Context: an optimization exercise on an open-source flow, tuned for small area, a short achievable clock period and few clock cycles. The choices shown serve that exercise and are no tape-out recipe.
No activity file was given, so power comes from the tool's default toggle rates.

the baseline:
==> module processing_element, before the edit <==
module processing_element (clock, r, s1, s2, s1s2_mux, new_dist, accumulate, ovf, r_pipe);
  input clock;
  input [7:0] r;          
  input [7:0] s1, s2;     
  input s1s2_mux;         
  input new_dist;         
  output reg [7:0] accumulate;
  output reg ovf;
  output reg [7:0] r_pipe;
  reg [7:0] d;
  reg b;
  wire [7:0] sn = s1s2_mux ? ~s1 : ~s2;
  wire [8:0] c1;
  wire [7:0] d1;
  assign c1[0] = 1'b1;
  wire [7:0] x = d ^ {8{b}};
  wire [7:0] a = accumulate & {8{~new_dist}};
  wire [8:0] c2;
  wire [7:0] s;
  assign c2[0] = b;
  genvar k;
  generate
    for (k = 0; k < 8; k = k + 1) begin : fa
      assign d1[k] = r_pipe[k] ^ sn[k] ^ c1[k];
      assign c1[k+1] = (r_pipe[k] & sn[k]) | (r_pipe[k] & c1[k]) | (sn[k] & c1[k]);
      assign s[k] = a[k] ^ x[k] ^ c2[k];
      assign c2[k+1] = (a[k] & x[k]) | (a[k] & c2[k]) | (x[k] & c2[k]);
    end
  endgenerate
  always @(posedge clock) begin
    r_pipe <= r;
    d <= d1;
    b <= ~c1[8];
    accumulate <= s;
    ovf <= (ovf & ~new_dist) | c2[8];
  end
endmodule
==> module top_module, before the edit <==
module top_module (clock, reset, start, r, s1, s2, address_r, address_s1, address_s2,
   best_dist, motion_x, motion_y, done);
input clock, reset, start;
input [7:0] r;
input [7:0] s1, s2;
output [7:0] best_dist, address_r;
output [3:0] motion_x, motion_y;
output [9:0] address_s1, address_s2;
output done;
wire [12:0] n;
wire [127:0] pe_out;
wire [15:0] pe_ovf;
wire [135:0] rp;
reg [7:0] s1q, s2q;
reg [15:0] therm;      
wire [15:0] pick;
always @(posedge clock) begin
  s1q <= s1;
  s2q <= s2;
end
always @(*)
  case (n[3:0])
    4'd0:  therm = 16'hFFFF;
    4'd1:  therm = 16'h0001;
    4'd2:  therm = 16'h0003;
    4'd3:  therm = 16'h0007;
    4'd4:  therm = 16'h000F;
    4'd5:  therm = 16'h001F;
    4'd6:  therm = 16'h003F;
    4'd7:  therm = 16'h007F;
    4'd8:  therm = 16'h00FF;
    4'd9:  therm = 16'h01FF;
    4'd10: therm = 16'h03FF;
    4'd11: therm = 16'h07FF;
    4'd12: therm = 16'h0FFF;
    4'd13: therm = 16'h1FFF;
    4'd14: therm = 16'h3FFF;
    default: therm = 16'h7FFF;
  endcase
assign address_r = n[7:0];
assign rp[7:0] = r;
controller ctl (.clock(clock), .reset(reset), .start(start), .n(n),
  .address_s1(address_s1), .address_s2(address_s2), .done(done));
comparator cmp (.clock(clock), .done(done), .start(start), .n(n), .pick(pick),
  .pe_out(pe_out), .pe_ovf(pe_ovf), .best_dist(best_dist), .motion_x(motion_x),
  .motion_y(motion_y));
genvar g;
generate
  for (g = 0; g < 16; g = g + 1) begin : pe
    assign pick[g] = (n[7:0] == g + 2);
    processing_element u (.clock(clock), .r(rp[g*8 +: 8]), .s1(s1q), .s2(s2q),
      .s1s2_mux(therm[g]), .new_dist(pick[g]),
      .accumulate(pe_out[g*8 +: 8]), .ovf(pe_ovf[g]), .r_pipe(rp[g*8+8 +: 8]));
  end
endgenerate
endmodule
clock: 7.0 ns
lec_check: 0
cap_margin: 20
core_margin: 2
core_utilization: 35
place_density: 0.55
slew_margin: 20
run.sh (not shown) runs the stock make flow with config.mk's settings and CLKGATE_MAP_FILE= SYNTH_SCRIPT=/design/flow/synth_recipe.tcl, a recipe that flattens the netlist after the stock synthesis.
> inputs changed (the baseline -> the candidate)
==> flow/design.v, changed modules only <==
module processing_element (clock, r, s1, s2, s1s2_mux, new_dist, accumulate, ovf, r_pipe);
  input clock;
  input [7:0] r;          
  input [7:0] s1, s2;     
  input s1s2_mux;         
  input new_dist;         
  output reg [7:0] accumulate;
  output reg ovf;
  output reg [7:0] r_pipe;
  reg [7:0] x;
  reg b;
  wire [8:0] d = {1'b0, r_pipe} - {1'b0, s1s2_mux ? s1 : s2};
  always @(posedge clock) begin
    r_pipe <= r;
    x <= d[7:0] ^ {8{d[8]}};
    b <= d[8];
  end
  wire [7:0] a = new_dist ? 8'd0 : accumulate;
  wire [8:0] sum = {1'b0, a} + {1'b0, x} + {8'd0, b};
  always @(posedge clock) begin
    accumulate <= sum[7:0];
    ovf <= (ovf & ~new_dist) | sum[8];
  end
endmodule
module top_module (clock, reset, start, r, s1, s2, address_r, address_s1, address_s2,
   best_dist, motion_x, motion_y, done);
input clock, reset, start;
input [7:0] r;
input [7:0] s1, s2;
output [7:0] best_dist, address_r;
output [3:0] motion_x, motion_y;
output [9:0] address_s1, address_s2;
output done;
wire [12:0] n;
wire [127:0] pe_out;
wire [15:0] pe_ovf;
wire [135:0] rp;
reg [7:0] s1q, s2q;
reg [15:0] therm;      
reg [15:0] pick;       
always @(posedge clock) begin
  s1q <= s1;
  s2q <= s2;
  pick <= {pick[14:0], (n[7:0] == 8'd1)};
  if (done) therm <= 16'hFFFF;
  else if (therm[15]) therm <= 16'h0001;
  else therm <= {therm[14:0], 1'b1};
end
assign address_r = n[7:0];
assign rp[7:0] = r;
controller ctl (.clock(clock), .reset(reset), .start(start), .n(n),
  .address_s1(address_s1), .address_s2(address_s2), .done(done));
comparator cmp (.clock(clock), .done(done), .start(start), .n(n), .pick(pick),
  .pe_out(pe_out), .pe_ovf(pe_ovf), .best_dist(best_dist), .motion_x(motion_x),
  .motion_y(motion_y));
genvar g;
generate
  for (g = 0; g < 16; g = g + 1) begin : pe
    processing_element u (.clock(clock), .r(rp[g*8 +: 8]), .s1(s1q), .s2(s2q),
      .s1s2_mux(therm[g]), .new_dist(pick[g]),
      .accumulate(pe_out[g*8 +: 8]), .ovf(pe_ovf[g]), .r_pipe(rp[g*8+8 +: 8]));
  end
endgenerate
endmodule
==> comparison <==
- In summary, the candidate completed successfully, with a layout that passed the timing, design-rule and antenna checks.
- Higher proportion of power drawn by flip-flops and latches was reported by the baseline, not the candidate.
- The candidate ends up with higher post-synth net total than the baseline does.
- Worst-case setup slack after placement for the candidate: 2.19 ns up relative to the baseline
- The baseline → the candidate: sequential cell count went up, setup slack now larger, post-route minimum period moved down, total power shows an increase of 24%, signal arrival time at the worst endpoint -3.53 ns.
- In the metrics for the baseline and the candidate, the one carrying the higher routability congestion estimate from global placement is the baseline.
- Synthesized-area fraction occupied by ao, oa, aoi and oai cells: the candidate > the baseline
- Of the baseline and the candidate, the baseline shows the higher clock network fraction of total power, with the candidate below it.
- When the candidate is measured against the baseline, its count of cell instances traversed by the critical path turns out 12 lower.
- Compared with the baseline, the candidate shows final wirelength that has gone up by more than a quarter.
Function was not checked in any run of this note: the RTL went through the layout flow alone.

port drivers added, routing unchanged:
The results above use ideal ports. As a check the final layouts listed here were re-extracted and re-timed, cells and wires unchanged. Step 1: set_driving_cell puts a clkbuf_16 on clock and a buf_2 on each other input, an assumption about the parent block. Step 2 moves the port delays by t, midway between the first and last clock arrival at a register: inputs arrive t later, outputs are due t later. That takes back most of the time a late clock gives input paths. Slacks: ideal / step 1 / step 2; pairs: ideal / step 1.
run	shift t [ns]	setup WS [ns]	worst setup path after step 2	latest minus earliest clock arrival (ns)
the baseline	0.665	1.752 / 1.752 / 1.752	register to register	0.023 / 0.023
the candidate	0.689	3.389 / 3.325 / 3.867	register to register	0.030 / 0.031
After both steps setup and hold are still met in every run listed.
